Context: an optimization exercise on an open-source flow, tuned for small area. The choices shown serve that exercise and are no tape-out recipe. The RTL was checked by simulation tests, not by an equivalence proof against the original design. The flow treats the clock pin as an ideal source. Dropping or thinning the clock tree relies on that and would not hold on a real chip. Power is estimated from default activity; no workload was simulated.

## xenon
// Top
module Top(
    input var logic clk,
    input var logic rst,
    output var logic [3:0] vga_red,
    output var logic [3:0] vga_grn,
    output var logic [3:0] vga_blu,
    output var logic hsync,
    output var logic vsync,
    input var logic raw_up,
    input var logic raw_down,
    input var logic raw_left,
    input var logic raw_right,
    input var logic raw_center,
    output var logic [15:0] led
);
Settings: LEC_CHECK=0, CAP_MARGIN=20, CORE_MARGIN=2, CORE_UTILIZATION=40, SLEW_MARGIN=20; clock period 10.0 ns.
run.sh (not shown) runs the stock make flow with config.mk's settings and CLKGATE_MAP_FILE= SYNTH_SCRIPT=/design/flow/synth_recipe.tcl, a recipe that flattens the netlist after the stock synthesis.
xenon completed; timing, DRC and antenna clean
--- input diff xenon..raven ---
--- a/flow/config.mk
+++ b/flow/config.mk
@@ -7,2 +7,3 @@
 export LEC_CHECK = 0
+export ABC_AREA = 1
 export CAP_MARGIN = 20
@@ -10,2 +11,5 @@
 export CORE_UTILIZATION = 40
+export CTS_BUF_LIST = sky130_fd_sc_hd__clkbuf_8
+export CTS_CLUSTER_DIAMETER = 200
+export CTS_CLUSTER_SIZE = 50
 export SLEW_MARGIN = 20
Findings:
- raven ended up with sky130_fd_sc_hd__nor2_1 as its slowest library cell on the worst path; xenon ended up with sky130_fd_sc_hd__dfxtp_1.
- The higher design area came out of xenon.
- [diff] switching power of the nets, raven relative to xenon: improvement
- Compared to xenon, raven has worst path arrival time 0.46 ns lower.
- raven ends up with a combinational cell power that is about 7% lower than in xenon.
- Summary of raven over xenon: power lower, wire length of the first global-routing pass picked up an extra 3.2%.
Input changes introduced in indigo (baseline for comparison: raven):
--- a/flow/config.mk
+++ b/flow/config.mk
@@ -11,5 +11,2 @@
 export CORE_UTILIZATION = 40
-export CTS_BUF_LIST = sky130_fd_sc_hd__clkbuf_8
-export CTS_CLUSTER_DIAMETER = 200
-export CTS_CLUSTER_SIZE = 50
 export SLEW_MARGIN = 20
==> run summary <==
- Between indigo and raven, it is indigo whose global-route wire length before repair is higher, by about 0.5%.
- Diff raven..indigo | global-route usage over all layers | negligible
- On mean instance size in the synthesized netlist, raven and indigo are neck and neck.
- raven reports its largest power group as sequential cells while indigo reports clock.
- From raven to indigo the numbers moved as follows: share of the synthesized netlist area taken by xor and xnor gates saw little to no change, number of fill cells in the layout saw a decrease, worst-skew pair later-pin latency saw a decrease, total power saw an increase.

* * *

Setup of run 1:
Top, a different RTL version from the one above (not shown whole).
Size: about 940 cells after synthesis, about 150 flip-flops.
## Top
module Top(
    input var logic clk,
    input var logic rst,
    output var logic [3:0] vga_red,
    output var logic [3:0] vga_grn,
    output var logic [3:0] vga_blu,
    output var logic hsync,
    output var logic vsync,
    input var logic raw_up,
    input var logic raw_down,
    input var logic raw_left,
    input var logic raw_right,
    input var logic raw_center,
    output var logic [15:0] led
);
export LEC_CHECK = 0
export ABC_AREA = 1
export CAP_MARGIN = 0
export CORE_MARGIN = 2
export CORE_UTILIZATION = 40
export GPL_TIMING_DRIVEN = 0
export SLEW_MARGIN = 0
create_clock -name core_clock -period 10.0 [get_ports {clk}]
standard.sh (not shown) runs the stock make flow with config.mk's settings and CLKGATE_MAP_FILE= SYNTH_SCRIPT=/design/flow/synth_recipe.tcl, a recipe that flattens the netlist after the stock synthesis.
==> flow/flow/run.sh <==
#!/bin/bash
# Layout flow: the standard flow (standard.sh) with these changes.
#  1. Synthesis runs ORFS's own synthesis script with a copy of ORFS's
#     scripts folder in which the one ABC call maps the design with each
#     flow/abc_cand_*.script and keeps the smallest result (multi_abc.tcl).
#     Registers are mapped before ABC runs. The standard synthesis is also
#     run on its own, and if the two netlists' registers (instance name, cell
#     type, output net) differ, the standard synthesis is used instead.
#  2. Clock tree: manual_cts.tcl, sourced before ORFS's CTS step (PRE_CTS_TCL),
#     replaces TritonCTS's H-tree with a two-level tree: the clock port drives
#     one root buffer (MCTS_ROOT), which drives MCTS_K leaf buffers (MCTS_BUF),
#     each driving an equal share of the registers, grouped by recursive
#     bisection of their placed positions. A leaf whose registers' estimated
#     clock slew is over MCTS_SLEW ns gets a clkbuf_8. ORFS's CTS step then
#     legalizes the buffers and repairs timing as usual.
#  3. Port buffers are buf_1 cells; constant outputs share one tie cell.
set -euo pipefail
W=$PWD
RES=orfs/results/$FLOW_PLATFORM/Top/base

# the standard synthesis, in a folder of its own
sed -e "s|WORK_HOME=[^ ]*|WORK_HOME=$W/refsyn|" standard.sh > refsyn.sh
bash refsyn.sh synth > "$W/refsyn.log" 2>&1

# the synthesis with the best of several ABC scripts
rm -rf "$W/scripts_abc"
cp -r "$FLOW_HOME/scripts" "$W/scripts_abc"
cp "$W"/flow/abc_cand_*.script "$W/flow/multi_abc.tcl" "$W/scripts_abc/"
python3 - "$W/scripts_abc/synth.tcl" <<'PY'
import sys
p = sys.argv[1]
s = open(p).read()
old = "  log_cmd abc {*}$abc_args\n"
assert s.count(old) == 1
s = s.replace(old, "  source $::env(SCRIPTS_DIR)/multi_abc.tcl\n"
                   "  set ::multi_abc_dir $::env(SCRIPTS_DIR)\n"
                   "  multi_abc $abc_args $lib_args\n")
open(p, "w").write(s)
PY
SCRIPTS_DIR="$W/scripts_abc" bash standard.sh synth > "$W/synth.log" 2>&1

regs() {
  python3 - "$1" <<'PY'
import re, sys
text = open(sys.argv[1]).read()
out = []
for m in re.finditer(r'^\s*(sky130_fd_sc_hd__(?:df|ed|sdf|dl)\w*)\s+(\S+)\s*\((.*?)\);', text, re.M | re.S):
    q = re.search(r'\.Q\(([^)]*)\)', m.group(3))
    out.append((m.group(2), re.sub(r'_\d+$', '', m.group(1)), q.group(1).strip() if q else ''))
for r in sorted(out):
    print(*r)
PY
}
regs "$W/refsyn/results/$FLOW_PLATFORM/Top/base/1_2_yosys.v" > regs_ref.txt
regs "$W/$RES/1_2_yosys.v" > regs_new.txt
if ! cmp -s regs_ref.txt regs_new.txt; then
  echo "registers differ from the standard synthesis; using it" >> "$W/synth.log"
  rm -rf orfs
  bash standard.sh synth > "$W/synth2.log" 2>&1
fi

export PRE_CTS_TCL="$W/flow/manual_cts.tcl"
export MCTS_K=16
export MCTS_BUF=sky130_fd_sc_hd__clkbuf_4
export MCTS_ROOT=sky130_fd_sc_hd__clkbuf_8
export MCTS_SLEW=0.105
export REMOVE_ABC_BUFFERS=1
export BUFFER_PORTS_ARGS="-buffer_cell sky130_fd_sc_hd__buf_1"
export SKIP_REPAIR_TIE_FANOUT=1
bash standard.sh > "$W/layout.log" 2>&1
==> flow/flow/manual_cts.tcl <==
# Clock distribution for a small design, in place of TritonCTS's H-tree:
# the clock port drives MCTS_K buffers (MCTS_BUF), each of which drives the
# clock pins of one cluster of registers (k-means on their placed positions).
# Sourced as PRE_CTS_TCL; it replaces the clock_tree_synthesis command that
# ORFS's cts.tcl then calls.
if { [info commands orig_clock_tree_synthesis] == "" } {
  rename clock_tree_synthesis orig_clock_tree_synthesis
}
proc clock_tree_synthesis { args } {
  set K [expr { [info exists ::env(MCTS_K)] ? $::env(MCTS_K) : 4 }]
  set bufname [expr { [info exists ::env(MCTS_BUF)] ? $::env(MCTS_BUF) : "sky130_fd_sc_hd__clkbuf_8" }]
  set db [ord::get_db]
  set block [ord::get_db_block]
  set master [$db findMaster $bufname]
  set clkport [$block findBTerm clk]
  set clknet [$clkport getNet]
  set sinks {}
  set xs {}
  set ys {}
  foreach it [$clknet getITerms] {
    set inst [$it getInst]
    set bb [$inst getBBox]
    lappend sinks $it
    lappend xs [expr { ([$bb xMin] + [$bb xMax]) / 2.0 }]
    lappend ys [expr { ([$bb yMin] + [$bb yMax]) / 2.0 }]
  }
  set n [llength $sinks]
  # clusters of equal size: split the sinks in halves by the median of the
  # wider coordinate, recursively, until there are K groups (K a power of 2)
  set groups [list [lsearch -all -inline -not [lrepeat $n x] y]]
  set groups [list {}]
  set all {}
  for { set i 0 } { $i < $n } { incr i } { lappend all $i }
  set groups [list $all]
  while { [llength $groups] < $K } {
    set next {}
    foreach g $groups {
      set gx [lmap i $g { lindex $xs $i }]
      set gy [lmap i $g { lindex $ys $i }]
      set wx [expr { [tcl::mathfunc::max {*}$gx] - [tcl::mathfunc::min {*}$gx] }]
      set wy [expr { [tcl::mathfunc::max {*}$gy] - [tcl::mathfunc::min {*}$gy] }]
      set key [expr { $wx >= $wy ? $gx : $gy }]
      set idx [lsort -real -indices $key]
      set h [expr { [llength $g] / 2 }]
      lappend next [lmap j [lrange $idx 0 [expr { $h - 1 }]] { lindex $g $j }]
      lappend next [lmap j [lrange $idx $h end] { lindex $g $j }]
    }
    set groups $next
  }
  set assign [lrepeat $n 0]
  set cx {}
  set cy {}
  set sc {}
  set k 0
  foreach g $groups {
    set sx 0.0
    set sy 0.0
    foreach i $g {
      lset assign $i $k
      set sx [expr { $sx + [lindex $xs $i] }]
      set sy [expr { $sy + [lindex $ys $i] }]
    }
    lappend cx [expr { $sx / [llength $g] }]
    lappend cy [expr { $sy / [llength $g] }]
    lappend sc [llength $g]
    incr k
  }
  set nmid [expr { [info exists ::env(MCTS_MID)] ? $::env(MCTS_MID) : 1 }]
  set srcs [lrepeat $K $clknet]
  if { $K > 4 } {
    set midname [expr { [info exists ::env(MCTS_ROOT)] ? $::env(MCTS_ROOT) : "sky130_fd_sc_hd__clkbuf_8" }]
    set per [expr { $K / $nmid }]
    for { set m 0 } { $m < $nmid } { incr m } {
      set mid [odb::dbInst_create $block [$db findMaster $midname] "clkbuf_m_mid$m"]
      set mnet [odb::dbNet_create $block "clknet_m_mid$m"]
      $mnet setSigType CLOCK
      [$mid findITerm A] connect $clknet
      [$mid findITerm X] connect $mnet
      set mx 0.0
      set my 0.0
      for { set k [expr { $m * $per }] } { $k < [expr { ($m + 1) * $per }] } { incr k } {
        set mx [expr { $mx + [lindex $cx $k] / $per }]
        set my [expr { $my + [lindex $cy $k] / $per }]
        lset srcs $k $mnet
      }
      $mid setLocation [expr { int($mx) }] [expr { int($my) }]
      $mid setPlacementStatus PLACED
    }
  }
  for { set k 0 } { $k < $K } { incr k } {
    set buf [odb::dbInst_create $block $master "clkbuf_m_$k"]
    set net [odb::dbNet_create $block "clknet_m_$k"]
    $net setSigType CLOCK
    [$buf findITerm A] connect [lindex $srcs $k]
    [$buf findITerm X] connect $net
    for { set i 0 } { $i < $n } { incr i } {
      if { [lindex $assign $i] == $k } {
        set it [lindex $sinks $i]
        $it disconnect
        $it connect $net
      }
    }
    $buf setLocation [expr { int([lindex $cx $k]) }] [expr { int([lindex $cy $k]) }]
    $buf setPlacementStatus PLACED
    puts "manual CTS: buffer clkbuf_m_$k drives [lindex $sc $k] clock pins"
  }
  $clknet setSigType CLOCK
  set_propagated_clock [all_clocks]
  # leaves whose registers' clock slew (estimated from placement) is above
  # MCTS_SLEW ns get the bigger MCTS_BIG buffer
  set lim [expr { [info exists ::env(MCTS_SLEW)] ? $::env(MCTS_SLEW) : 0.100 }]
  set bigname [expr { [info exists ::env(MCTS_BIG)] ? $::env(MCTS_BIG) : "sky130_fd_sc_hd__clkbuf_8" }]
  set big [$db findMaster $bigname]
  estimate_parasitics -placement
  for { set k 0 } { $k < $K } { incr k } {
    set worst 0.0
    foreach pin [get_pins -of_objects [get_nets "clknet_m_$k"] -filter "direction==input"] {
      set sl [get_property $pin slew_max]
      if { $sl > $worst } { set worst $sl }
    }
    if { $worst > $lim } {
      [$block findInst "clkbuf_m_$k"] swapMaster $big
      puts "manual CTS: clkbuf_m_$k drives pins with slew $worst ns; now $bigname"
    }
  }
}
Other scripts of this flow, unchanged in this note and not shown: flow/flow/abc_cand_s15.script, flow/flow/abc_cand_s4.script, flow/flow/multi_abc.tcl
Modified inputs, run 4 compared to run 1
Settings: a change of CAP_MARGIN from 0 to 20; a change of SLEW_MARGIN from 0 to 20.
--- a/flow/flow/run.sh
+++ b/flow/flow/run.sh
@@ -8,9 +8,3 @@
 #     type, output net) differ, the standard synthesis is used instead.
-#  2. Clock tree: manual_cts.tcl, sourced before ORFS's CTS step (PRE_CTS_TCL),
-#     replaces TritonCTS's H-tree with a two-level tree: the clock port drives
-#     one root buffer (MCTS_ROOT), which drives MCTS_K leaf buffers (MCTS_BUF),
-#     each driving an equal share of the registers, grouped by recursive
-#     bisection of their placed positions. A leaf whose registers' estimated
-#     clock slew is over MCTS_SLEW ns gets a clkbuf_8. ORFS's CTS step then
-#     legalizes the buffers and repairs timing as usual.
+#  2. CTS uses clkbuf_8 buffers only and no dummy loads.
 #  3. Port buffers are buf_1 cells; constant outputs share one tie cell.
@@ -64,4 +58,3 @@
 export MCTS_BUF=sky130_fd_sc_hd__clkbuf_4
-export MCTS_ROOT=sky130_fd_sc_hd__clkbuf_8
-export MCTS_SLEW=0.105
+export MCTS_ROOT=sky130_fd_sc_hd__clkbuf_16
 export REMOVE_ABC_BUFFERS=1
--- a/flow/flow/manual_cts.tcl
+++ b/flow/flow/manual_cts.tcl
@@ -108,19 +108,2 @@
   set_propagated_clock [all_clocks]
-  # leaves whose registers' clock slew (estimated from placement) is above
-  # MCTS_SLEW ns get the bigger MCTS_BIG buffer
-  set lim [expr { [info exists ::env(MCTS_SLEW)] ? $::env(MCTS_SLEW) : 0.100 }]
-  set bigname [expr { [info exists ::env(MCTS_BIG)] ? $::env(MCTS_BIG) : "sky130_fd_sc_hd__clkbuf_8" }]
-  set big [$db findMaster $bigname]
-  estimate_parasitics -placement
-  for { set k 0 } { $k < $K } { incr k } {
-    set worst 0.0
-    foreach pin [get_pins -of_objects [get_nets "clknet_m_$k"] -filter "direction==input"] {
-      set sl [get_property $pin slew_max]
-      if { $sl > $worst } { set worst $sl }
-    }
-    if { $worst > $lim } {
-      [$block findInst "clkbuf_m_$k"] swapMaster $big
-      puts "manual CTS: clkbuf_m_$k drives pins with slew $worst ns; now $bigname"
-    }
-  }
 }
[summary]
Compared with run 1, run 4 degrades hold slack. Reported for run 4 and run 1, setup-violating endpoint count in the final report turned out identical to the last digit. In terms of area of the multi-input gates, run 4 and run 1 differ only marginally. As far as number of design rule violations left after detail routing goes, run 1 and run 4 are indistinguishable; the numbers are identical. Changes observed in run 4 relative to run 1: post-detailed-routing wire length moved up; largest voltage drop on the vdd net moved up; sequential share of layout area level; share of the cycle needed by the critical path after routing moved down. Changes observed in run 4 relative to run 1: sequential group share of total power has remained practically unchanged; worst setup slack picked up an extra 230 ps.
No run of this note takes its clock network from TritonCTS; it comes from the design's own scripts or RTL.

* * *

Top again, from the RTL that the note above started with.
export LEC_CHECK = 0
export ABC_AREA = 1
export CAP_MARGIN = 0
export CORE_MARGIN = 2
export CORE_UTILIZATION = 40
export GPL_TIMING_DRIVEN = 0
export SLEW_MARGIN = 0
create_clock -name core_clock -period 10.0 [get_ports {clk}]
==> flow/flow/run.sh <==
#!/bin/bash
# Layout flow: the standard flow (standard.sh) with these changes.
#  1. Synthesis runs ORFS's own synthesis script with a copy of ORFS's
#     scripts folder in which the one ABC call maps the design with each
#     flow/abc_cand_*.script and keeps the smallest result (multi_abc.tcl).
#     Registers are mapped before ABC runs. The standard synthesis is also
#     run on its own, and if the two netlists' registers (instance name, cell
#     type, output net) differ, the standard synthesis is used instead.
#  2. CTS uses clkbuf_8 buffers only and no dummy loads.
#  3. Port buffers are buf_1 cells; constant outputs share one tie cell.
set -euo pipefail
W=$PWD
RES=orfs/results/$FLOW_PLATFORM/Top/base

# the standard synthesis, in a folder of its own
sed -e "s|WORK_HOME=[^ ]*|WORK_HOME=$W/refsyn|" standard.sh > refsyn.sh
bash refsyn.sh synth > "$W/refsyn.log" 2>&1

# the synthesis with the best of several ABC scripts
rm -rf "$W/scripts_abc"
cp -r "$FLOW_HOME/scripts" "$W/scripts_abc"
cp "$W"/flow/abc_cand_*.script "$W/flow/multi_abc.tcl" "$W/scripts_abc/"
python3 - "$W/scripts_abc/synth.tcl" <<'PY'
import sys
p = sys.argv[1]
s = open(p).read()
old = "  log_cmd abc {*}$abc_args\n"
assert s.count(old) == 1
s = s.replace(old, "  source $::env(SCRIPTS_DIR)/multi_abc.tcl\n"
                   "  set ::multi_abc_dir $::env(SCRIPTS_DIR)\n"
                   "  multi_abc $abc_args $lib_args\n")
open(p, "w").write(s)
PY
SCRIPTS_DIR="$W/scripts_abc" bash standard.sh synth > "$W/synth.log" 2>&1

regs() {
  python3 - "$1" <<'PY'
import re, sys
text = open(sys.argv[1]).read()
out = []
for m in re.finditer(r'^\s*(sky130_fd_sc_hd__(?:df|ed|sdf|dl)\w*)\s+(\S+)\s*\((.*?)\);', text, re.M | re.S):
    q = re.search(r'\.Q\(([^)]*)\)', m.group(3))
    out.append((m.group(2), re.sub(r'_\d+$', '', m.group(1)), q.group(1).strip() if q else ''))
for r in sorted(out):
    print(*r)
PY
}
regs "$W/refsyn/results/$FLOW_PLATFORM/Top/base/1_2_yosys.v" > regs_ref.txt
regs "$W/$RES/1_2_yosys.v" > regs_new.txt
if ! cmp -s regs_ref.txt regs_new.txt; then
  echo "registers differ from the standard synthesis; using it" >> "$W/synth.log"
  rm -rf orfs
  bash standard.sh synth > "$W/synth2.log" 2>&1
fi

export PRE_CTS_TCL="$W/flow/manual_cts.tcl"
export MCTS_K=16
export MCTS_BUF=sky130_fd_sc_hd__clkbuf_4
export MCTS_ROOT=sky130_fd_sc_hd__clkbuf_16
export REMOVE_ABC_BUFFERS=1
export BUFFER_PORTS_ARGS="-buffer_cell sky130_fd_sc_hd__buf_1"
export SKIP_REPAIR_TIE_FANOUT=1
bash standard.sh > "$W/layout.log" 2>&1
Other scripts of this flow, unchanged in this note and not shown: flow/flow/abc_cand_s15.script, flow/flow/abc_cand_s4.script, flow/flow/manual_cts.tcl, flow/flow/multi_abc.tcl
The baseline finished with timing, DRC and antenna clean.
Next try:
CORE_UTILIZATION = 55   (was 40)
Outcome: The changed run completed without violations. Cell count came out lower by 4.5%. Cell area came out lower by 0.78%. Setup slack got worse by 0.11 ns.
In every run of this note, the design's own scripts or RTL, not TritonCTS, make the clock network.

## static timing again, ports no longer ideal
How much do the figures lean on ideal ports? The routed layouts below were timed once more, with nothing changed but the port constraints.
Step 1, drivers: a clkbuf_16 drives clk and a buf_2 each remaining input, both assumed.
Step 2 also shifts input and output timing later by t, the mid clock arrival at the registers, as if the neighbouring blocks saw the same clock.
a / b / c = ideal / step 1 / step 2; a / b = the first two.
| run | t (ns) | setup slack, ns | hold WS [ns] | slew at the worst register clock pin (ns) | worst slew at a driven data input, ns |
|---|---|---|---|---|---|
| xenon | 0.475 | 4.195 / 4.149 / 4.624 | 0.363 / 0.363 / 0.363 | 0.07 / 0.07 | 0.03 |
| raven | 0.512 | 4.664 / 4.625 / 5.137 | 0.354 / 0.354 / 0.354 | 0.12 / 0.12 | 0.03 |
| indigo | 0.469 | 4.691 / 4.646 / 5.115 | 0.350 / 0.350 / 0.350 | 0.08 / 0.08 | 0.03 |
| run 1 | 0.504 | 3.582 / 3.546 / 4.051 | 0.382 / 0.382 / 0.382 | 0.10 / 0.10 | 0.03 |
| run 4 | 0.438 | 3.814 / 3.776 / 4.214 | 0.376 / 0.376 / 0.376 | 0.12 / 0.12 | 0.03 |
| the first run of note 3 | 0.438 | 3.672 / 3.631 / 4.069 | 0.382 / 0.382 / 0.382 | 0.11 / 0.11 | 0.03 |
| the second run of note 3 | 0.441 | 3.565 / 3.526 / 3.967 | 0.372 / 0.372 / 0.372 | 0.12 / 0.12 | 0.03 |
After both steps every run listed still meets setup and hold.
